What follows belongs to an exercise in optimizing a design on an open flow for small area, a short achievable clock period and few clock cycles; a production flow would make more cautious choices. Only simulation tests tie the RTL to the original design; equivalence was not proved.

==> flow/design.v (outline; a module is shown in full before it is edited, if it fits) <==
// module det_fa: 3 lines
// module det_ha: 3 lines
// module matriz_determ5x5: 5935 lines
module matriz_determ5x5 (
	input wire [199:0] matriz_A,
	input clk,
	input start,
	output reg done,
	output reg [31:0] det
);
  // ...
==> flow/flow/run.sh <==
#!/bin/bash
# The standard layout (the standard.sh: ORFS from synthesis to the final
# layout), with one change: the buffers that buffer_ports puts on every input
# and output port are sky130_fd_sc_hd__buf_2 cells instead of the delay-buffer
# cells it picks by default.
set -e
cp standard.sh standard_copy.sh.txt
export BUFFER_PORTS_ARGS="-buffer_cell sky130_fd_sc_hd__buf_2"
bash standard.sh > standard.log 2>&1
==> flow/standard.sh <==
#!/bin/bash
# synth_recipe.tcl (not shown) runs the flow's synth.tcl, then flattens the netlist and writes it again
# the make line also repeats each setting of config.mk as NAME=value (left out here)
make -C /OpenROAD-flow-scripts/flow DESIGN_CONFIG=/design/flow/config.mk WORK_HOME=/design/flow/orfs CLKGATE_MAP_FILE= SYNTH_SCRIPT=/design/flow/synth_recipe.tcl "${@:-finish}"
==> flow/config.mk <==
export PLATFORM = sky130hd
export DESIGN_NAME = matriz_determ5x5
export DESIGN_NICKNAME = matriz_determ5x5
export VERILOG_FILES = /design/flow/design.v
export SDC_FILE = /design/flow/constraint.sdc
export NUM_CORES = 4
export LEC_CHECK = 0
export CAP_MARGIN = 20
export CORE_MARGIN = 2
export CORE_UTILIZATION = 60
export PLACE_DENSITY = 0.75
export SLEW_MARGIN = 20
export SYNTH_HIERARCHICAL = 1
==> flow/constraint.sdc <==
create_clock -name core_clock -period 30.0 [get_ports {clk}]
set_input_delay 6.0000 -clock core_clock [delete_from_list [all_inputs] [get_ports {clk}]]
set_output_delay 6.0000 -clock core_clock [all_outputs]
set_load 0.01 [all_outputs]
==> flow_summary.ini, run 1 <==
[synth]
synthSimpleGateAreaFrac_pct = 13.4
synth_top_cell_by_area = fa_1
netlist_top_cells_area = fa_1 48%, dfxtp_1 12%, and2_1 6.6%, xnor2_1 6.4%, ha_1 4.8%
yosys-mux-area-fraction_pct = 4.41
sequential_element_share_of_the_synthesized_area_pct = 12.3
synth.cells.most_frequent = 1,678 x fa_1, 747 x nand2_1, 737 x and2_1, 508 x xnor2_1, 429 x dfxtp_1
synth.lib_cells_used.distinct = 72
synth_cells = 6385
synth.yosys.warnings = 7

[layout]
layout.cells.largest_class = multi-input gates
total_number_of_sequential_cells = 429
nMultiInputCombCells = 5466
fraction_of_the_core_area_covered_by_cells_at_the_end_of_the_flow_pct = 64.0
area_share_nonclk_buffers_pct = 2.56
largest_register_ff_count = 200
post_route_cells_drive_above_1_share_pct = 10.8
finish.net_count = 8516

[grt]
groute.layer.met1.usage_pct = 46.8
gr-usage-met2_pct = 58.8
first_global_vias = 57000
groute.layer.met3.usage_pct = 8.93

[placed_design]
dp_hpwl_um = 167000
place_worst_setup_slack_ns = 22.89
place.port_buffers = 234
place_congestion = 0.968

[timing]
tns_ns = 0
fin_worst_hold_slack_ns = 0.451
setup_viol = 0

[clock_network]
cts_tree = built
ctsHoldBuffers = 0
clock_sink_count = 429
cts.reportedPaths.clkPinSlew_ns = 0.06

[worst_setup_path]
beginning_of_the_worst_register_to_register_path = first_n
worst_r2r_path_depth = 14

[worst_hold_path]
timing.hold.worst_endpoint = R[49]

[run_status]
status = complete, no violations

[routing]
detailroute.wirelength.met2_um = 99400
Testbench counts, summed over its fixed seeds: cycles 3,456.
==> inputs of run 2 (changes only) <==
--- a/flow/config.mk
+++ b/flow/config.mk
@@ -7,7 +7,7 @@
 export LEC_CHECK = 0
 export CAP_MARGIN = 20
 export CORE_MARGIN = 2
-export CORE_UTILIZATION = 60
-export PLACE_DENSITY = 0.75
+export CORE_UTILIZATION = 55
+export PLACE_DENSITY = 0.7
 export SLEW_MARGIN = 20
 export SYNTH_HIERARCHICAL = 1
==> run 2 against run 1 <==
Compared with the run above: still clean; via count is 1.3% lower; count of clock-buffer cells in the layout is 7 lower; sequential share of layout area barely moved; register-to-register slack is essentially flat; final cell count up 1.7%; worst hold slack lost 0.0031 ns; clock skew increased by 0.028 ns; critical endpoint is now pa_one[8]; largest cell class unchanged.
==> flow_summary.ini, run 2 <==
[run]
cap_viol_max_count = 0

[clock_network]
post_cts_buffers = 0
clock_tree.htree_level_count = 2
clock_sink_count = 429
cts_tree = built
post_cts.resized_instances = 0
max-clock-path-buffers = 3
cts-buffers-inserted = 51
worst_skew_pair.late_latency_ns = 0.68
root_buffer = clkbuf_16
ctsHoldBuffers = 0
cts.reportedPaths.clkPinSlew_ns = 0.07

[timing]
period_share_pct = 24.1
timing.final.crit_period_ns = 7.24
tns_ns = 0
max_slew_margin_vs_limit_pct = 19.2
slew_violations = 0
fmaxAchievable_mhz = 138
skew_ns = 0.0559
report.final.hold_viol_count = 0
setup_viol = 0
worst_slack_ns = 22.76
worst-slew-pin-transition_ns = 1.21
setup_repair_after_global_routing_missed_its_margin = no

[synth]
synth_cells = 6385
synth_flop_cell = dfxtp_1
synth_area_sq_um = 70000
synth_top_cell_by_area = fa_1
synth.cells.most_frequent = 1,678 x fa_1, 747 x nand2_1, 737 x and2_1, 508 x xnor2_1, 429 x dfxtp_1
synth.yosys.warnings = 7
sequential_element_share_of_the_synthesized_area_pct = 12.3
postSynthRegisterBits = 429
synth_edf_count = 0
synth.lib_cells_used.distinct = 72
netlist.area_leader.share_pct = 48.0
yosysMostFrequentCell = fa_1
asyncSetResetFlopFracSynth_pct = 0
avgSynthCellArea_sq_um = 11.0
netlist_top_cells_area = fa_1 48%, dfxtp_1 12%, and2_1 6.6%, xnor2_1 6.4%, ha_1 4.8%

[worst_setup_path]
timing.critical_path.slowest_stage_cell = dfxtp_2
critPathMostFrequentCell = fa_1
endpoint_kind = flop
critical_path.cell_chain = mux2i_1 -> nor2_1 -> fa_1 -> fa_1 -> fa_1 -> fa_1 -> fa_1 -> fa_1 -> ha_1 -> nand3_1 -> o31ai_1 -> a31oi_1 -> o21ai_0 -> xor2_1 -> nor2_1
required_time_reported_for_the_critical_path_endpoint_ns = 30.55
crit_path_start_kind = flop
critical_path.max_fanout = 32
cp_arrival_ns = 7.78
setup.worst_path.class = reg -> reg
peak_per_stage_delay_on_the_critical_path_ns = 0.95

[layout]
final-instance-count-excl-fill = 8064
layout_common_cells = 1,678 x fa_1, 746 x nand2_1, 736 x and2_1
max_flop_register = R
areaGrowthSynthToFinish_pct = 6.07
largest_register_ff_count = 200
reg_top3 = R (200), det (32)
final_common_cell = fa_1
post_route_cells_drive_above_1_share_pct = 11.0
finish.net_count = 8520

[grt]
largest_net_degree_at_the_start_of_global_routing = 82
groute.usage.overall_pct = 34.6
grt-ovfl-total = 0
initial_antenna_violation_count = 5
first_global_vias = 55900
grt_pass1_wl_um = 340000

[routing]
highest_metal_used = met5
met3_length_um = 20600
post_drt_via_cell_ratio = 6.20
ant_nets = 0
detailroute.wirelength.met2_um = 99500
post_drt_wl_per_cell_um = 27.1
drcViolationCount = 0
detail_route.wirelength_um = 219000
drt_pass1_iterations = 8
vias = 50000
drt-met1-wl_um = 81500
drt-initial-drc-count = 4940

[floorplan]
core_sq_um = 126000
row_count = 130
initial_utilization_pct = 55.6
io_pins = 235
die_width_um = 361
vertical_die_dimension_um = 361
die_area_sq_um = 130000

[placed_design]
place.port_buffers = 234
dp_hpwl_um = 166000
dp.cells = 7967
place_congestion = 0.977
place_worst_setup_slack_ns = 22.74

[worst_hold_path]
hold_path_class = reg -> reg

[run_status]
status = complete, no violations
==> run 2: metrics by stage <==
step / instance area, sq um / utilization [%] / hold slack [ns]
3_5_place_dp: 72500 / 57.6 / 0.441
4_1_cts: 74300 / 59.0 / 0.446
6_report: 74300 / 59.0 / 0.448
2_1_floorplan: 70200 / - / 0.434
3_3_place_gp: 72500 / 57.6 / 0.437
5_1_grt: 74300 / 59.0 / 0.461
==> run 2: cells by family (layout without fill, tap and decap cells) <==
kind of cell	after synthesis	after routing	share of synthesized area, %
compound gates	715	715	7.15
xor+xnor	556	556	6.97
fa+ha+maj	1948	1948	52.8
buf+inv	554	516	2.98
flops	429	429	12.3
mux	278	278	4.41
other cells	1	68	0.00536
simple gates	1904	1904	13.4
==> run 2: cell type report <==
cell class,count,area [sq um]
tap,1650,2060
inverter,87,327
fill,10500,51600
timing repair buffer,335,1930
multi-input combinational,5466,59600
clock buffer,58,1350
sequential,429,8600
clock inverter,36,402
antenna,3,7.51
==> run 2: critical path: cells and delay by family (launching register included) <==
kind,cells,cell delay (ns)
adder cells (fa/ha/maj),7,3.35
AO/OA/AOI/OAI,3,1.28
flip-flops,1,0.95
multiplexers,1,0.93
AND/OR/NAND/NOR,3,0.35
XOR/XNOR,1,0.19
==> run 2: routing by layer <==
metal	track usage, %	vias to the layer above
met4	22.0	4
li1	-	20500
met5	0	-
met1	44.0	25700
met2	54.0	2945
met3	7.34	855
==> run 2: path summary, 6_finish.rpt <==
path / startpoint / endpoint / slack, ns / cells past startpoint
setup / recovery: first / pa_one[8] / 22.76 / 15
setup reg to reg: first / pa_one[8] / 22.76 / 15
hold / removal: R[162] / R[194] / 0.45 / 1
hold reg to reg: R[162] / R[194] / 0.45 / 1
==> run 2: per-module statistics from Yosys (local to each module, per instance) <==
module,cells,area (sq um),copies in the design
det_fa,1,20.0,1649
det_ha,1,12.5,110
matriz_determ5x5,4626,35600,1
==> inputs of run 3 (changes only) <==
--- a/flow/config.mk
+++ b/flow/config.mk
@@ -7,7 +7,7 @@
 export LEC_CHECK = 0
 export CAP_MARGIN = 20
 export CORE_MARGIN = 2
-export CORE_UTILIZATION = 55
-export PLACE_DENSITY = 0.7
+export CORE_UTILIZATION = 65
+export PLACE_DENSITY = 0.8
 export SLEW_MARGIN = 20
 export SYNTH_HIERARCHICAL = 1
==> run 3 against run 2 <==
Compared with the run above: critical path depth fell by 14; final cell count decreased by 3.1%; maximum frequency is 1.6% lower; design area fell by 0.33%; sequential cell count unchanged; critical endpoint is now det[20].
==> flow_summary.ini, run 3 <==
[run_status]
status = complete, no violations

[grt]
largest_net_degree_at_the_start_of_global_routing = 86
first_global_vias = 57900
groute.usage.overall_pct = 41.1
grt_pass1_wl_um = 341000
grt-ovfl-total = 0
initial_antenna_violation_count = 9

[synth]
synth_flop_cell = dfxtp_1
compound_gate_portion_of_the_synthesized_area_pct = 7.15
synth_area_sq_um = 70000
synth_edf_count = 0
post_synth_adder_cell_area_pct = 52.8
synth_top_cell_by_area = fa_1
avgSynthCellArea_sq_um = 11.0
asyncSetResetFlopFracSynth_pct = 0
synth.lib_cells_used.distinct = 72
synth.yosys.warnings = 7
yosysMostFrequentCell = fa_1
post_synth_xor_area_fraction_pct = 6.97
netlist.area_leader.share_pct = 48.0
sequential_element_share_of_the_synthesized_area_pct = 12.3
yosys-mux-area-fraction_pct = 4.41
synthSimpleGateAreaFrac_pct = 13.4
synth.cells.most_frequent = 1,678 x fa_1, 747 x nand2_1, 737 x and2_1, 508 x xnor2_1, 429 x dfxtp_1
synth_top_family_by_area = adder cells
postSynthRegisterBits = 429
synth_cells = 6385
netlist_top_cells_area = fa_1 48%, dfxtp_1 12%, and2_1 6.6%, xnor2_1 6.4%, ha_1 4.8%

[layout]
max_flop_register = R
largest_register_ff_count = 200
reg_top3 = R (200), det (32)
design_area_sq_um = 74000
finish.net_count = 8515
areaGrowthSynthToFinish_pct = 5.73
layout_common_cells = 1,678 x fa_1, 746 x nand2_1, 736 x and2_1
final_common_cell = fa_1
post_route_cells_drive_above_1_share_pct = 10.8

[timing]
setup_viol = 0
worst-slew-pin-transition_ns = 1.20
period_share_pct = 24.5
fin_worst_hold_slack_ns = 0.446
setup_repair_after_global_routing_missed_its_margin = no
fmaxAchievable_mhz = 136
report.final.hold_viol_count = 0
timing.final.crit_period_ns = 7.35
tns_ns = 0
max_slew_margin_vs_limit_pct = 19.8
skew_ns = 0.0699
slew_violations = 0

[clock_network]
root_buffer = clkbuf_16
clock_tree.htree_level_count = 2
cts_tree = built
worst_skew_pair.late_latency_ns = 0.73
post_cts_buffers = 0
max-clock-path-buffers = 3
ctsHoldBuffers = 0
cts-buffers-inserted = 50
post_cts.resized_instances = 0
cts.reportedPaths.clkPinSlew_ns = 0.07
clock_sink_count = 429

[worst_hold_path]
hold_path_class = reg -> reg

[routing]
vias = 51400
drcViolationCount = 0
post_drt_wl_per_cell_um = 28.0
ant_nets = 0
drt-met1-wl_um = 73400
post_drt_via_cell_ratio = 6.58
detail_route.wirelength_um = 219000
drt_pass1_iterations = 9
detailroute.wirelength.met2_um = 99000
highest_metal_used = met5
met3_length_um = 26300
drt-initial-drc-count = 6085

[worst_setup_path]
required_time_reported_for_the_critical_path_endpoint_ns = 24.00
critical_path.max_fanout = 2
critical_path.cell_chain = buf_2
setup.worst_path.class = reg -> out
cp_arrival_ns = 1.35
peak_per_stage_delay_on_the_critical_path_ns = 0.45
path_delay_family = flip-flops
crit_path_start_kind = flop
timing.critical_path.slowest_stage_cell = dfxtp_1
critical_path.n_buffers_inverters = 1
endpoint_kind = primary output

[placed_design]
place_congestion = 0.989
dp_hpwl_um = 165000
placed_cell_area_sq_um = 72200
place.port_buffers = 234

[floorplan]
io_pins = 235
vertical_die_dimension_um = 332
die_width_um = 332
die_area_sq_um = 110000
core_sq_um = 107000
initial_utilization_pct = 65.5
row_count = 120

[run]
cap_viol_max_count = 0
run 3: cell counts after synthesis:
Identical to the previous run, type by type.
run 3: cell type report:
cell class,count,area (sq um)
well taps,1403,1760
multi-input cells,5466,59600
clock buffers,63,1380
repair buffers,331,1900
clock inverters,30,464
flip-flops and latches,429,8590
inverters,87,327
fillers,7772,32900
diodes,2,5.00
run 3: final timing paths:
check | start | cells past startpoint | endpoint | slack, ns
worst max register to register | R[84] | 16 | q234b[23] | 22.82
worst min register to register | R[125] | 1 | R[157] | 0.45
worst min-delay path | R[125] | 1 | R[157] | 0.45
worst max-delay path | det[20] | 1 | det[20] | 22.65
run 3: cell families after synthesis:
| kind of cell | Yosys count |
|---|---|
| buffers and inverters | 554 |
| and+or+nand+nor | 1904 |
| muxes | 278 |
| other | 1 |
| xor gates and xnor gates | 556 |
| DFF | 429 |
| adders and majority gates | 1948 |
| AOI/OAI and AO/OA | 715 |
run 3: stage by stage:
step,setup WS (ns),cells,utilization [%]
2_1_floorplan,23.64,6449,-
3_3_place_gp,23.02,7716,67.5
3_5_place_dp,22.95,7716,67.5
4_1_cts,22.66,7809,69.2
5_1_grt,22.63,7809,69.2
6_report,22.65,7811,69.2
run 3: routing by layer:
metal  vias to the layer above  global-route usage [%]
li1                      20500                       -
met1                     25900                    50.0
met2                      3856                    63.1
met3                      1141                    11.4
met4                         8                    29.9
met5                         -                       0
run 3: modules after synthesis, one instance, submodules excluded:
module / cell area [sq um] / flops+latches
matriz_determ5x5: 35600 / 429
det_fa: 20.0 / 0
det_ha: 12.5 / 0

-- afterwards: timing with drivers on the ports --
The flow's constraints put no driver on any port. The routed layouts listed below were extracted and timed again, unchanged, in two steps. Step 1 sets driving cells, clkbuf_16 on the clock port and buf_2 on the other inputs (assumed; they add their load-dependent delay and slew). Step 2 moves the port delays by t, midway between the first and last clock arrival at a register: inputs arrive t later, outputs are due t later. That takes back most of the time a late clock gives input paths. a / b / c = no drivers / after step 1 / after step 2; a / b = the first two.
| run | t (ns) | setup WS [ns] | hold WS [ns] | clock arrival spread, ns |
|---|---|---|---|---|
| run 1 | 0.745 | 22.677 / 22.602 / 22.763 | 0.451 / 0.451 / 0.451 | 0.034 / 0.034 |
| run 2 | 0.729 | 22.764 / 22.764 / 22.764 | 0.448 / 0.448 / 0.448 | 0.057 / 0.058 |
| run 3 | 0.771 | 22.649 / 22.573 / 22.817 | 0.446 / 0.446 / 0.446 | 0.070 / 0.070 |
After both steps setup and hold are still met in every run listed.
